Source: an optimization exercise on an open RTL-to-GDS flow (aim: small area and a short achievable clock period). Production flows keep margins and buffers that such runs may drop. Where RTL was checked, it was by simulation tests only, not by an equivalence proof against the original.

## pepper
==> flow/design.v (excerpt) <==
module final_log(clk, reset, base, in_data, out_data);
    input clk, reset;
    input [1:0] base;
    input [31:0] in_data;
    output reg [31:0] out_data;
    function [20:0] tn0;
        input [1:0] b;
        input [2:0] d;    
        begin
            case ({b[1], b[1] ? 1'b0 : b[0], d})
                5'b00000: tn0 = 21'h1fffff;
                5'b00001: tn0 = 21'h1d2eba;
                5'b00010: tn0 = 21'h1e730d;
                5'b00011: tn0 = 21'h1ba1c8;
                5'b00100: tn0 = 21'h1f2e7a;
                5'b00101: tn0 = 21'h1c5d35;
                5'b00110: tn0 = 21'h1da188;
                5'b00111: tn0 = 21'h1ad043;
                5'b01000: tn0 = 21'h1fffff;
                5'b01001: tn0 = 21'h198336;
                5'b01010: tn0 = 21'h1c6e00;
                5'b01011: tn0 = 21'h15f137;
                5'b01100: tn0 = 21'h1e1d8f;
                5'b01101: tn0 = 21'h17a0c6;
                5'b01110: tn0 = 21'h1a8b90;
                5'b01111: tn0 = 21'h140ec7;
                5'b10000: tn0 = 21'h1fffff;
                5'b10001: tn0 = 21'h16a3fd;
                5'b10010: tn0 = 21'h1ad961;
                5'b10011: tn0 = 21'h117d5f;
                5'b10100: tn0 = 21'h1d47fc;
                5'b10101: tn0 = 21'h13ebfa;
                5'b10110: tn0 = 21'h18215e;
                5'b10111: tn0 = 21'hec55c;
  ...
For scale: ~1900 cells after synthesis, roughly 30 flip-flops, roughly 68 I/O pins, about 13000 sq um of cells after synthesis.
Settings: LEC_CHECK=0, ABC_AREA=1, CAP_MARGIN=20, CORE_MARGIN=2, CORE_UTILIZATION=40, CTS_BUF_LIST=sky130_fd_sc_hd__clkbuf_8, CTS_CLUSTER_DIAMETER=200, CTS_CLUSTER_SIZE=30, SLEW_MARGIN=20; clock period 60.0 ns.
standard.sh (not shown) runs the stock make flow with config.mk's settings and CLKGATE_MAP_FILE= SYNTH_SCRIPT=/design/flow/synth_recipe.tcl, a recipe that flattens the netlist after the stock synthesis.
==> flow/flow/run.sh <==
#!/bin/bash
set -euo pipefail
bash standard.sh SETUP_SLACK_MARGIN=36 "BUFFER_PORTS_ARGS=-buffer_cell sky130_fd_sc_hd__buf_1" SKIP_GATE_CLONING=1 finish > run.log 2>&1
Here is what was changed in the inputs of violet compared with pepper.
--- a/flow/design.v
+++ b/flow/design.v
@@ -2099,19 +2099,15 @@
     wire y_364 = y_216 ^ y_340;
     wire y_365 = y_217 ^ y_320;
     wire y_366 = y_218 ^ y_342;
     wire [23:0] y = {y_366, y_365, y_364, y_363, y_362, y_361, y_360, y_359, y_358, y_357, y_356, y_355, y_354, y_353, y_352, y_351, y_350, y_349, y_348, y_347, y_346, y_345, y_344, y_343};
     reg [4:0] cnt;
     integer i;
     always @(*) begin
         cnt = 5'd24;
         for (i = 0; i < 24; i = i + 1)
             if (y[i]) cnt = 5'd23 - i;
     end
-    wire [23:0] ys16 = cnt[4] ? {y[7:0], 16'd0} : y;
-    wire [23:0] ys8 = cnt[3] ? {ys16[15:0], 8'd0} : ys16;
-    wire [23:0] ys4 = cnt[2] ? {ys8[19:0], 4'd0} : ys8;
-    wire [23:0] ys2 = cnt[1] ? {ys4[21:0], 2'd0} : ys4;
-    wire [23:0] ys = cnt[0] ? {ys2[22:0], 1'd0} : ys2;
+    wire [23:0] ys = y << cnt;
     wire [7:0] expo = (8'd130 - {3'd0, cnt}) & {8{eq != 4'd9}};    
     always @(*) out_data = invq ? 32'hffffffff : {1'b0, expo, ys[22:3], 3'b0};
 endmodule
violet finished every step from synthesis to the final layout, and the layout passed the timing, design-rule and antenna checks.
The clock-pin transition on the worst setup and hold timing paths was comparable across violet and pepper.
Time the final worst path needs with I/O delays and setup in violet vs pepper: up 0.23 ns
Against pepper as the reference, violet delivers a lower placer's final routability congestion estimate.
Total number of vias: violet worse than pepper
Compared to pepper, the router laid down more metal wire for violet.
Reported for violet and pepper, core footprint turned out identical to the last digit.
When violet is measured against pepper, its core utilization turns out 0.23 points higher.
When violet is set beside pepper, its layout multi-input combinational cell count turns out to be 2.0% larger.
The higher number of nets in the synthesized netlist of violet and pepper is in violet.
Delta (violet minus pepper): synthesized area increased 0.35%; I/O pin count essentially unchanged; clock sink count essentially unchanged.
For pepper, only the layout was checked, not whether the RTL still works.

==> static timing again, ports no longer ideal <==
Ports are ideal in the flow. The routed layouts listed here were re-timed in OpenROAD.
Step 1 sets driving cells, clkbuf_16 on the clock port and buf_2 on the other inputs (assumed; they add their load-dependent delay and slew).
Step 2 times the ports against the registers' clock, not the clock port: input delays grow and output delays shrink by t, the midpoint of the rising clock arrivals with the driver on.
Three values: ideal ports, drivers, drivers and shift; two values: the first two.
run	t, ns	setup WS [ns]	worst register clock-pin slew, ns
pepper	0.330	37.110 / 37.118 / 36.789	0.08 / 0.08
violet	0.338	36.882 / 36.868 / 36.534	0.08 / 0.08
After both steps every run listed still meets setup and hold. The setup slack of violet, which loses most, moves by -0.014 ns with the drivers and by -0.348 ns with both steps.
